What follows belongs to an exercise in optimizing a design on an open flow for small area; a production flow would make more cautious choices. Function was checked by simulation only, so behaviour that the tests miss may differ from the original. The clock port is modelled as an ideal driver; clocking choices that lean on that would not hold on a real chip. No activity file was given, so power comes from the tool's default toggle rates.

Setup of build 87:
## uart_top
 module uart_top(
    input  logic clk, rst,
    input  logic [7:0] i_tx_data,
    input  logic [3:0] i_len,
    input  logic [16:0] i_baud,  
    input  logic i_tx_str, i_rx_str, 
    input  logic i_parity_ty, i_parity_en, i_stop2,
    input  logic i_rx,
    output logic o_tx,
    output logic o_tx_done, o_rx_done,
    output logic o_tx_er, o_rx_er,
    output logic [7:0] o_rx 
 );
 logic tx_tick, rx_tick;
 clk_gen c_gen (clk, rst, i_baud, tx_tick, rx_tick);
 uart_tx u_tx (clk, rst, tx_tick, i_tx_str, i_tx_data, i_len, i_parity_ty, i_parity_en, i_stop2, o_tx, o_tx_done, o_tx_er);
 uart_rx u_rx (clk, rst, rx_tick, i_rx, i_rx_str, i_len, i_parity_ty, i_parity_en, i_stop2, o_rx, o_rx_done, o_rx_er);
 endmodule
Size: roughly 53 flip-flops, roughly 50 I/O pins, ~2400 µm² of cells after synthesis.
Settings: LEC_CHECK=0, CAP_MARGIN=0, CORE_MARGIN=2, CORE_UTILIZATION=40, GPL_TIMING_DRIVEN=0, SLEW_MARGIN=0; clock period 20.0 ns.
standard.sh (not shown) runs the stock make flow with config.mk's settings and CLKGATE_MAP_FILE= SYNTH_SCRIPT=/design/flow/synth_recipe.tcl, a recipe that flattens the netlist after the stock synthesis.
==> flow/flow/run.sh <==
#!/bin/bash
# The standard layout (standard.sh) with three changes that leave the
# registers exactly as the standard synthesis makes them:
#  - ABC maps the combinational logic with an area-oriented script
#    (flow/abc_area.script) instead of ORFS's speed script,
#  - Yosys does not pre-map adders to half/full-adder cells (ADDER_MAP_FILE
#    empty), so ABC sees all of the logic,
#  - the port buffers use the smallest buffer, sky130_fd_sc_hd__buf_1.
set -euo pipefail
W=$(pwd)
rm -rf "$W/scripts_area"
cp -r "$FLOW_HOME/scripts" "$W/scripts_area"
cp "$W/flow/abc_area.script" "$W/scripts_area/abc_speed.script"
export SCRIPTS_DIR="$W/scripts_area"
export BUFFER_PORTS_ARGS="-buffer_cell sky130_fd_sc_hd__buf_1"
export CTS_ARGS="-repair_clock_nets -dont_use_dummy_load -buf_list sky130_fd_sc_hd__clkbuf_8"
bash standard.sh ADDER_MAP_FILE= finish > "$W/standard.log" 2>&1
==> flow/flow/abc_area.script <==
strash
fraig
dch -f
map -a
amap
strash
dch -f
map -a
amap
Build 87 completed end to end with timing, DRC and antenna clean.
## Diff of input files: build 74 against build 87
diff --git a/flow/flow/run.sh b/flow/flow/run.sh
--- a/flow/flow/run.sh
+++ b/flow/flow/run.sh
@@ -1,4 +1,4 @@
 #!/bin/bash
-# The standard layout (standard.sh) with three changes that leave the
-# registers exactly as the standard synthesis makes them:
+# The standard layout (standard.sh, all steps) with these changes; the
+# registers stay exactly as the standard synthesis makes them:
 #  - ABC maps the combinational logic with an area-oriented script
@@ -7,3 +7,8 @@
 #    empty), so ABC sees all of the logic,
-#  - the port buffers use the smallest buffer, sky130_fd_sc_hd__buf_1.
+#  - the port buffers use the smallest buffer, sky130_fd_sc_hd__buf_1,
+#  - CTS uses clkbuf_8 and inserts no dummy loads; afterwards the root clock
+#    buffer, which only drives the leaf buffers, becomes a clkbuf_2
+#    (flow/post_cts.tcl). Every register is still clocked through root + leaf.
+# Each tool's output goes to the ORFS logs under orfs/logs; make's own output
+# goes to standard.log in this folder.
 set -euo pipefail
@@ -16,2 +21,4 @@
 export CTS_ARGS="-repair_clock_nets -dont_use_dummy_load -buf_list sky130_fd_sc_hd__clkbuf_8"
+export POST_CTS_TCL="$W/flow/post_cts.tcl"
+export CLK_ROOT_CELL=sky130_fd_sc_hd__clkbuf_2
 bash standard.sh ADDER_MAP_FILE= finish > "$W/standard.log" 2>&1
==> flow/flow/post_cts.tcl (new file) <==
# Trim the clock tree that CTS built. CLK_ROOT_CELL: cell for the root buffer
# (it drives only the leaf buffers). CLK_MERGE_LEAVES=1 (not used by run.sh):
# merge the leaf buffers in pairs. Every register still gets its clock through
# the same number of buffers.
set block [ord::get_db_block]
set clk_net [$block findNet clk]
set roots {}
foreach it [$clk_net getITerms] { lappend roots [$it getInst] }
if {[llength $roots] == 1} {
  set root [lindex $roots 0]
  set root_out [[$root findITerm X] getNet]
  set leaves {}
  foreach it [$root_out getITerms] {
    if {[$it isInputSignal]} { lappend leaves [$it getInst] }
  }
  set leaves [lsort -command {apply {{a b} {string compare [$a getName] [$b getName]}}} $leaves]
  if {[info exists ::env(CLK_MERGE_LEAVES)] && $::env(CLK_MERGE_LEAVES)} {
    foreach {keep drop} $leaves {
      if {$drop eq ""} { break }
      set knet [[$keep findITerm X] getNet]
      set dnet [[$drop findITerm X] getNet]
      set sinks {}
      foreach it [$dnet getITerms] { if {[$it isInputSignal]} { lappend sinks $it } }
      foreach it $sinks { $it disconnect; $it connect $knet }
      set dname [$drop getName]
      [$drop findITerm A] disconnect
      [$drop findITerm X] disconnect
      odb::dbInst_destroy $drop
      odb::dbNet_destroy $dnet
      puts "trim_clock_tree: moved [llength $sinks] sinks from $dname to [$keep getName]"
    }
  }
  if {[info exists ::env(CLK_ROOT_CELL)]} {
    $root swapMaster [[ord::get_db] findMaster $::env(CLK_ROOT_CELL)]
    puts "trim_clock_tree: root [$root getName] is now $::env(CLK_ROOT_CELL)"
  }
}
detailed_placement
estimate_parasitics -placement
Results
Build 74 vs. build 87: fraction of area in registers increased 0.15 points, part of the Yosys area used for sequential elements essentially unchanged, fraction of area in clock buffers and inverters decreased 0.32 points, combinational cell fraction of total power increased 0.2 points. For number of antenna cells inserted, build 74 and build 87 come out practically identical. Going from build 87 to build 74, wire length on met2 ~0 delta, total power -0.0033 mW, internal power of the cells -0.0035 mW, area of all placed cells without fillers -0.32%.
Input-level comparison between build 79 and build 74:
Settings: setting PLACE_DENSITY to 0.8 for the first time; changing CORE_UTILIZATION from 40 to 60.
==> notes.md <==
Of build 79 and build 74, the run reporting the lower global-route usage was build 74.
Looking at number of placed instances with taps included, build 79 sits 27 below build 74.
Build 74 → build 79: cell count moved down, total clock network power moved down, number of vias after detailed routing moved up, highest clock rate moved up, die area moved down.
Looking only at setup slack, and setting everything else aside, the higher value of build 79 and build 74 goes to build 79.
Diff build 74..build 79 | non-clock buffer total of the final layout | unchanged
Relative to build 79, the following input files were edited for build 88:
Settings: PLACE_DENSITY no longer set, was 0.8; CORE_UTILIZATION now 40, was 60.
==> flow/flow/run.sh <==
#!/bin/bash
# The standard layout (standard.sh) with three changes that leave the
# registers exactly as the standard synthesis makes them:
#  - ABC maps the combinational logic with an area-oriented script
#    (flow/abc_area.script) instead of ORFS's speed script,
#  - Yosys does not pre-map adders to half/full-adder cells (ADDER_MAP_FILE
#    empty), so ABC sees all of the logic,
#  - the port buffers use the smallest buffer, sky130_fd_sc_hd__buf_1.
set -euo pipefail
W=$(pwd)
rm -rf "$W/scripts_area"
cp -r "$FLOW_HOME/scripts" "$W/scripts_area"
cp "$W/flow/abc_area.script" "$W/scripts_area/abc_speed.script"
export SCRIPTS_DIR="$W/scripts_area"
export BUFFER_PORTS_ARGS="-buffer_cell sky130_fd_sc_hd__buf_1"
export CTS_ARGS="-repair_clock_nets -dont_use_dummy_load -buf_list sky130_fd_sc_hd__clkbuf_8"
export POST_CTS_TCL="$W/flow/post_cts.tcl"
export CLK_ROOT_CELL=sky130_fd_sc_hd__clkbuf_2
bash standard.sh ADDER_MAP_FILE= finish > "$W/standard.log" 2>&1
diff --git a/flow/flow/post_cts.tcl b/flow/flow/post_cts.tcl
--- a/flow/flow/post_cts.tcl
+++ b/flow/flow/post_cts.tcl
@@ -1,5 +1,5 @@
 # Trim the clock tree that CTS built. CLK_ROOT_CELL: cell for the root buffer
-# (it drives only the leaf buffers). CLK_MERGE_LEAVES=1 (not used by run.sh):
-# merge the leaf buffers in pairs. Every register still gets its clock through
-# the same number of buffers.
+# (it drives only the leaf buffers). CLK_MERGE_LEAVES=1: merge the leaf buffers
+# in pairs (sinks of the second move to the first). Every register still gets
+# its clock through the same number of buffers.
 set block [ord::get_db_block]
==> comparison <==
Build 79 → build 88: total power now sits higher; largest net degree at the start of global routing now sits lower; number of standard cells in the final layout excluding fillers now sits higher; number of standard-cell rows in the floorplan now sits higher. Summary of build 88 over build 79: routed via count went down about 1%; die area went up 47%; first-pass GRT wire length went up about 5.5%.
Edits applied to the flow inputs when going from build 88 to build 53:
Settings: CORE_UTILIZATION changed from 40 to 60; PLACE_DENSITY newly set to 0.8.
diff --git a/flow/flow/run.sh b/flow/flow/run.sh
--- a/flow/flow/run.sh
+++ b/flow/flow/run.sh
@@ -1,4 +1,4 @@
 #!/bin/bash
-# The standard layout (standard.sh) with three changes that leave the
-# registers exactly as the standard synthesis makes them:
+# The standard layout (standard.sh, all steps) with these changes; the
+# registers stay exactly as the standard synthesis makes them:
 #  - ABC maps the combinational logic with an area-oriented script
@@ -7,3 +7,9 @@
 #    empty), so ABC sees all of the logic,
-#  - the port buffers use the smallest buffer, sky130_fd_sc_hd__buf_1.
+#  - the port buffers, and the buffer synthesis puts on the constant output
+#    o_tx_er (MIN_BUF_CELL_AND_PORTS), use the smallest buffer, buf_1,
+#  - CTS uses clkbuf_8 and inserts no dummy loads; afterwards the root clock
+#    buffer, which only drives the leaf buffers, becomes a clkbuf_2
+#    (flow/post_cts.tcl). Every register is still clocked through root + leaf.
+# Each tool's output goes to the ORFS logs under orfs/logs; make's own output
+# goes to standard.log in this folder.
 set -euo pipefail
@@ -18,2 +24,2 @@
 export CLK_ROOT_CELL=sky130_fd_sc_hd__clkbuf_2
-bash standard.sh ADDER_MAP_FILE= finish > "$W/standard.log" 2>&1
+bash standard.sh ADDER_MAP_FILE= "MIN_BUF_CELL_AND_PORTS=sky130_fd_sc_hd__buf_1 A X" finish > "$W/standard.log" 2>&1
diff --git a/flow/flow/post_cts.tcl b/flow/flow/post_cts.tcl
--- a/flow/flow/post_cts.tcl
+++ b/flow/flow/post_cts.tcl
@@ -1,5 +1,5 @@
 # Trim the clock tree that CTS built. CLK_ROOT_CELL: cell for the root buffer
-# (it drives only the leaf buffers). CLK_MERGE_LEAVES=1: merge the leaf buffers
-# in pairs (sinks of the second move to the first). Every register still gets
-# its clock through the same number of buffers.
+# (it drives only the leaf buffers). CLK_MERGE_LEAVES=1 (not used by run.sh):
+# merge the leaf buffers in pairs. Every register still gets its clock through
+# the same number of buffers.
 set block [ord::get_db_block]
- Setup slack in build 53 is larger than in build 88.
- Changes observed in build 53 relative to build 88: overall power consumption saw a decrease; top achievable clock speed saw an increase; mean instance size in the synthesized netlist saw little to no change.
- Core util | build 53 vs build 88 | build 53 higher
- Flip-flop and latch share of the layout cell area | build 53 above build 88
- Register-to-register slack on build 53 is behind build 88.
- Count of placed standard cells in the final layout, fillers left out: build 53 < build 88

## afterwards: timing with drivers on the ports
The flow's constraints put no driver on any port. The routed layouts listed below were extracted and timed again, unchanged, in two steps.
Step 1, drivers: a clkbuf_16 drives clk and a buf_2 each remaining input, both assumed.
Step 2, shift: input delay + t, output delay - t, t = (earliest + latest rising clock arrival at the registers) / 2. This alone moves slack from input paths to output paths.
a / b / c = ideal / step 1 / step 2; a / b = the first two.
run	shift t [ns]	setup WS [ns]	worst hold slack (ns)	clock arrival spread, ns	cell pins on the clock port's net
build 87	0.317	14.138 / 14.111 / 13.841	0.390 / 0.390 / 0.390	0.020 / 0.020	1
build 74	0.396	14.061 / 14.037 / 13.840	0.391 / 0.391 / 0.391	0.021 / 0.020	1
build 79	0.395	14.110 / 14.090 / 13.855	0.390 / 0.390 / 0.390	0.020 / 0.020	1
build 88	0.396	14.061 / 14.037 / 13.840	0.391 / 0.391 / 0.391	0.021 / 0.020	1
build 53	0.383	14.165 / 14.144 / 13.897	0.393 / 0.393 / 0.393	0.018 / 0.018	1
After both steps every run listed still meets setup and hold. For build 87, which loses most, drivers alone change the setup slack by -0.027 ns; drivers and shift together by -0.297 ns.
